Background: an optimization exercise with open tools, aiming at small area. Do not read the settings as production practice.
Function was checked by simulation only, so behaviour that the tests miss may differ from the original.
Power is estimated from default activity; no workload was simulated.

**design/flow/run.sh**
```bash
#!/bin/bash
# synth_recipe.tcl (not shown) runs the flow's synth.tcl, then flattens the netlist and writes it again
# the make line also repeats each setting of config.mk as NAME=value (left out here)
make -C /OpenROAD-flow-scripts/flow DESIGN_CONFIG=/design/flow/config.mk WORK_HOME=/design/flow/orfs CLKGATE_MAP_FILE= SYNTH_SCRIPT=/design/flow/synth_recipe.tcl finish
```
**design/flow/design.v**
```verilog
module AHB_resp(
	hclk,
	hreset,
	error_en,
	hresp,
	hready
);
input hclk;
input hreset;
input error_en;
output [1:0] hresp;
output hready;
localparam OKAY = 2'b00;
localparam ERROR = 2'b01;
localparam RETRY = 2'b10;
localparam SPLIT = 2'b11;
localparam AHB_resp_okay = 2'b00;
localparam AHB_resp_error1 = 2'b01;
localparam AHB_resp_error2 = 2'b10;
reg [1:0] state;
always@(posedge hclk) begin
	if(!hreset) begin
		state <= AHB_resp_okay;
	end
	else begin
		case(state)
		AHB_resp_okay:begin
			if(error_en) begin
				state <= AHB_resp_error1;
			end
			else begin
				state <= state;
			end
		end
		AHB_resp_error1:begin
			state <= AHB_resp_error2;
		end
		AHB_resp_error2:begin
			state <= AHB_resp_okay;
		end
		default:begin
			state <= AHB_resp_okay;
		end
		endcase
	end
end
assign hready = (state == AHB_resp_error1) ? 1'b0:1'b1;
assign hresp = (state == AHB_resp_okay)?OKAY:ERROR;
endmodule
module AHB_reg(
	hclk,
	hreset,
	hsel,
	hready_in,
	hwrite,
	htrans,
	haddr,
	hwdata,
	hrdata,
	error,
	dma_axi_start,
	dma_axi_done,
	dma_cfg_saddr,
	dma_cfg_daddr,
	dma_cfg_number,
	dma_init
);
input hclk;
input hreset;
input hsel;
input hready_in;
input hwrite;
input [1:0] htrans;
input [31:0] haddr;
input [31:0] hwdata;
output [31:0] hrdata;
output error;
output dma_axi_start;
input dma_axi_done;
output [31:0] dma_cfg_saddr;
output [31:0] dma_cfg_daddr;
output [13:0] dma_cfg_number;
output dma_init;
reg hsel_r;
reg hwrite_r;
reg [1:0] htrans_r;
reg [31:0] hwaddr_r;
reg [31:0] hraddr_r;
always@(posedge hclk) begin
	if(!hreset) begin
		hsel_r <= 1'd0;
		hwrite_r <= 1'd0;
		htrans_r <= 2'd0;
		hwaddr_r <= 31'd0;
		hraddr_r <= 31'd0;
	end
	else begin
		if(hready_in && hsel) begin
			hsel_r <= hsel;
			hwrite_r <= hwrite;
			htrans_r <= htrans;
			if(hwrite) begin
				hwaddr_r <= haddr;
				hraddr_r <= hraddr_r;
			end
			else begin
				hwaddr_r <= hwaddr_r;
				hraddr_r <= haddr;
			end
		end
		else begin
			hsel_r <= hsel_r;
			hwrite_r <= hwrite_r;
			htrans_r <= htrans_r;
			hwaddr_r <= hwaddr_r;
			hraddr_r <= hraddr_r;
		end
	end
end
wire wen = hready_in && hsel_r && hwrite_r && dma_axi_done;
reg [31:0] dma_cfg_saddr;
always@(posedge hclk) begin
	if(!hreset) begin
		dma_cfg_saddr <= 32'd0;
	end
	else begin
		if(wen && hwaddr_r == 32'h0000_0000) begin
			dma_cfg_saddr <= hwdata;
		end
		else begin
			dma_cfg_saddr <= dma_cfg_saddr;
		end
	end
end
reg [31:0] dma_cfg_daddr;
always@(posedge hclk) begin
	if(!hreset) begin
		dma_cfg_daddr <= 32'd0;
	end
	else begin
		if(wen && hwaddr_r == 32'h0000_0004) begin
			dma_cfg_daddr <= hwdata;
		end
		else begin
			dma_cfg_daddr <= dma_cfg_daddr;
		end
	end
end
reg [13:0] dma_cfg_number;
always@(posedge hclk ) begin
	if(!hreset) begin
		dma_cfg_number <= 14'd0;
	end
	else begin
		if(wen && hwaddr_r == 32'h0000_0008) begin
			dma_cfg_number <= hwdata[13:0];
		end
		else begin
			dma_cfg_number <= dma_cfg_number;
		end
	end
end
reg dma_axi_start;
always@(posedge hclk) begin
	if(!hreset) begin
		dma_axi_start <= 1'd0;
	end
	else begin
		if(wen && hwaddr_r == 32'h0000_000c) begin
			dma_axi_start <= hwdata[0];
		end
		else if(dma_axi_done) begin
			dma_axi_start <= 1'd0;
		end
		else begin
			dma_axi_start <= dma_axi_start;
		end
	end
end
reg [31:0] hrdata;
always@(*) begin
	case(hraddr_r) 
	32'h0000_0000:hrdata = dma_cfg_saddr;
	32'h0000_0004:hrdata = dma_cfg_daddr;
	32'h0000_0008:hrdata = dma_cfg_number;
	32'h0000_000c:hrdata = dma_axi_start;
	default:hrdata = 32'd0;
	endcase
end
reg error;
always@(*) begin
	if(hready_in && hsel) begin
		if(~dma_axi_done && haddr <= 32'h0000_000c && hwrite) begin
			error = 1'd1;
		end
		else if(haddr > 32'h0000_0010) begin
			error = 1'd1;
		end
		else begin
			error = 1'd0;
		end
	end
	else begin
		error = 1'b0;
	end
end
endmodule
module AHB_slave(
	hclk,
	hreset,
	hsel,
	hready_in,
	hwrite,
	htrans,
	haddr,
	hwdata,
	hrdata,
	hready,
	hresp,
	dma_cfg_saddr,
	dma_cfg_daddr,
	dma_cfg_number,
	dma_axi_start,
	dma_axi_done
);
input hclk;
input hreset;
input hsel;
input hready_in;
input hwrite;
input [1:0] htrans;
input [31:0] haddr;
input [31:0] hwdata;
output [31:0] hrdata;
output [1:0] hresp;
output hready;
wire error;
output dma_axi_start;
input dma_axi_done;
output [31:0] dma_cfg_saddr;
output [31:0] dma_cfg_daddr;
output [13:0] dma_cfg_number;
AHB_reg u_AHB_reg(
	.hclk(hclk),
	.hreset(hreset),
	.hsel(hsel),
	.hready_in(hready_in),
	.hwrite(hwrite),
	.htrans(htrans),
	.haddr(haddr),
	.hwdata(hwdata),
	.hrdata(hrdata),
	.error(error),
	.dma_axi_start(dma_axi_start),
	.dma_axi_done(dma_axi_done),
	.dma_cfg_saddr(dma_cfg_saddr),
	.dma_cfg_daddr(dma_cfg_daddr),
	.dma_cfg_number(dma_cfg_number),
	.dma_init()
);
AHB_resp u_AHB_resp(
	.hclk(hclk),
	.hreset(hreset),
	.error_en(error),
	.hresp(hresp),
	.hready(hready)
);
endmodule
```
**design/flow/config.mk**
```make
export PLATFORM = sky130hd
export DESIGN_NAME = AHB_slave
export DESIGN_NICKNAME = AHB_slave
export VERILOG_FILES = /design/flow/design.v
export SDC_FILE = /design/flow/constraint.sdc
export NUM_CORES = 4
export LEC_CHECK = 0
export CAP_MARGIN = 20
export CORE_MARGIN = 2
export CORE_UTILIZATION = 40
export SLEW_MARGIN = 20
```
**design/flow/constraint.sdc**
```tcl
create_clock -name core_clock -period 5.0 [get_ports {hclk}]
set_input_delay 1.0000 -clock core_clock [delete_from_list [all_inputs] [get_ports {hclk}]]
set_output_delay 1.0000 -clock core_clock [all_outputs]
set_load 0.01 [all_outputs]
```
==> results.toml <==
[run_status]
status = "timing/DRC/antenna clean"

[hold_path]
hold_path_class = "flip-flop to flip-flop"
worstHoldStart = "u_AHB_reg.hraddr_r[28]"

[clocking]
clockBufferDepth = 2
path_clk_slew_ns = 0.06
cts_setup_buffers = 0
ctsResizeCount = 0
clkLatencyLatePin_ns = 0.42
cts_root_buf = "clkbuf_16"
cts_buffers = 17
htree_num_levels = 4
cts_num_sinks = 147
cts_tree = "done"
hold_buffers = 0

[power_and_ir_drop]
powerDensity_nw_per_um2 = 293
power_mw = 2.63
ir_worst_vdd_uv = 242
leakage_nw = 2.99

[worst_setup_path]
cp-startpoint = "u_AHB_reg.hraddr_r[11]"
r2r-start = "u_AHB_reg.hwaddr_r[13]"
rrSetupSlack_ns = 2.84
critPathCapture = "hrdata[30]"
end_kind = "primary output"
cp.arrival_ns = 2.98
r2r-end = "u_AHB_reg.dma_cfg_daddr[11]"
cp_data_required_time_ns = 4.00
start_kind = "flip-flop"
critPathKind = "flip-flop to primary output"
worst-r2r-cell-count = 5
worstPathMaxFanout = 18

[placement]
portBuffers = 182
place_ws_ns = 1.37
dp.final_hpwl_um = 13500
place_area_um2 = 8400
routabilityCongestion = 0.784
post-place-cells = 1088

[synthesis]
synth_top_family_by_area = "simple AND/OR/NAND/NOR gates"
seq_area_frac_synth = 0.454
synth_nets = 804
synth_fa_ha_area_frac = 0
yosys.area_share.simple = 0.246
ys_types = 37
syn_inst = 732
synthMuxAreaShare = 0.172
synthXorXnorAreaFrac = 0
synth-compound-area-share = 0.0893
syn_avg_cell_area_um2 = 8.86
synth_area_um2 = 6480
yosysWarnings = 2
ys_ff_latch = 147

[detailed_routing]
first_iter_violations = 227
vias = 5645
wire_per_inst_um = 16.5
dr.pass1.iters = 4
ant_nets = 0
drc_errors = 0
via_per_inst = 5.04
drt_wl_total_um = 18500

[grt]
antenna_found_initial = 0
grt_pass1_wl_um = 29800
grt_max_degree = 103
grt_pass1_vias = 5548
grt-ovfl-total = 0
track_usage = 0.217

[floorplan]
dieArea_um2 = 17200
rows = 46
die_width_um = 131
initial_core_util = 0.408
die_h_um = 131
io_pins = 186
core_area_um2 = 15900

[cells_and_area]
antenna_cells = 0
finalInstanceArea_um2 = 8970
drive_gt1_frac = 0.0653
utilization = 0.565
mostFrequentLayoutCell = "nand2_1"
area_growth_pct = 38.4
fin_cells = 1120
fin_nets = 963
final_cell_mix = "nand2_1 (240), clkdlybuf4s50_1 (181), dfxtp_1 (146)"

[sta]
finalCriticalPeriod_ns = 3.98
whs_ns = 0.453
timing.fmax_mhz = 251
slew_viol_final = 0
rsz0062_at_grt = "false"
max-slew-margin-rel = 0.296
tightest_slew_ns = 1.06
period_share = 0.797
finalSetupViolCount = 0
finalHoldViolCount = 0
skew_ns = 0.00642
setup_ws_ns = 1.02
tns_ns = 0

[job]
maxCapViolCount = 0
==> where the power goes <==
group          leakage (nW)  switching, mW  total, mW  internal (mW)
Combinational          1.52          0.119      0.216         0.0965
Clock                 0.280          0.471       1.21          0.740
Sequential             1.19         0.0152       1.21           1.19
==> cells by family after synthesis <==
| group | Yosys count |
|---|---|
| muxes | 110 |
| DFF | 147 |
| and+or+nand+nor | 340 |
| AOI/OAI and AO/OA | 82 |
| buffers and inverters | 52 |
| other | 1 |
==> final cells by class <==
type,instances,area (um2)
Sequential cell,147,2940
Clock buffer,21,450
Clock inverter,11,111
Inverter,1,3.75
Tap cell,216,270
Fill cell,1453,6910
Timing Repair Buffer,191,1890
Multi-Input combinational cell,533,3300
==> flip-flops by register name, indices dropped and copies added (netlist names) <==
name and cells:
u_AHB_reg.dma_axi_start 1, u_AHB_reg.dma_cfg_daddr 32, u_AHB_reg.dma_cfg_number 14, u_AHB_reg.dma_cfg_saddr 32, u_AHB_reg.hraddr_r 32, u_AHB_reg.hsel_r 1, u_AHB_reg.hwaddr_r 32, u_AHB_reg.hwrite_r 1
u_AHB_resp.state 2
==> worst min-delay path by stage <==
stage	to	slack (ns)	cells past startpoint
after floorplan	u_AHB_resp.state[1]	0.43	2
after global placement	u_AHB_reg.hraddr_r[26]	0.44	2
after detailed placement	u_AHB_reg.hraddr_r[1]	0.45	2
after CTS	u_AHB_reg.hraddr_r[1]	0.46	2
after global routing	u_AHB_reg.hraddr_r[28]	0.48	2
final	u_AHB_reg.hraddr_r[28]	0.45	2
==> synth_stat cells (all sizes together) <==
master   number  share of area
a21boi       64          0.074
nor2b         4         0.0039
or4           1         0.0012
or2           2         0.0019
mux2i       109           0.17
nor2         49          0.028
nor4b         3          0.011
nand2       241           0.14
and3          2         0.0019
o21a          1         0.0012
o211ai        1         0.0012
buf          12          0.016
a21oi        15          0.012
nor4         22          0.035
nor4bb        2         0.0054
nand3b        1         0.0012
dfxtp       147           0.45
and4          2         0.0027
nand3         4         0.0039
a2111oi       1         0.0014
mux4          1         0.0035
clkbuf       39          0.023
nand4         2         0.0042
nor3          1        0.00077
inv           1        0.00058
nand2b        4         0.0039
conb          1        0.00058
==> worst max-delay path, stage by stage (launching register included) <==
cell,delay (ns)
dfxtp_1,0.31
nor4_1,0.44
and4_1,0.33
nand3b_1,0.60
nor2_1,0.31
clkdlybuf4s50_1,0.57
==> per-layer routing <==
metal	vias up	global-route usage	wire (um)
met5	-	0	0
met4	0	0.0664	258
met3	19	0.0471	820
met2	146	0.383	9250
met1	2714	0.264	8150
li1	2766	-	-

==> what the ideal ports hide <==
Ports are ideal in the flow. The routed layout listed here was re-timed in OpenROAD. Step 1: set_driving_cell puts a clkbuf_16 on hclk and a buf_2 on each other input, an assumption about the parent block. Step 2 times the ports against the registers' clock, not the clock port: input delays grow and output delays shrink by t, the midpoint of the rising clock arrivals with the driver on. a / b / c = ideal / step 1 / step 2; a / b = the first two.
t (ns): 0.459
setup WS [ns]: 1.015 / 0.974 / 1.432
worst slew at a driven data input, ns: 0.07
After both steps this run still meets setup and hold. The setup slack of this run moves by -0.041 ns with the drivers and by +0.417 ns with both steps.
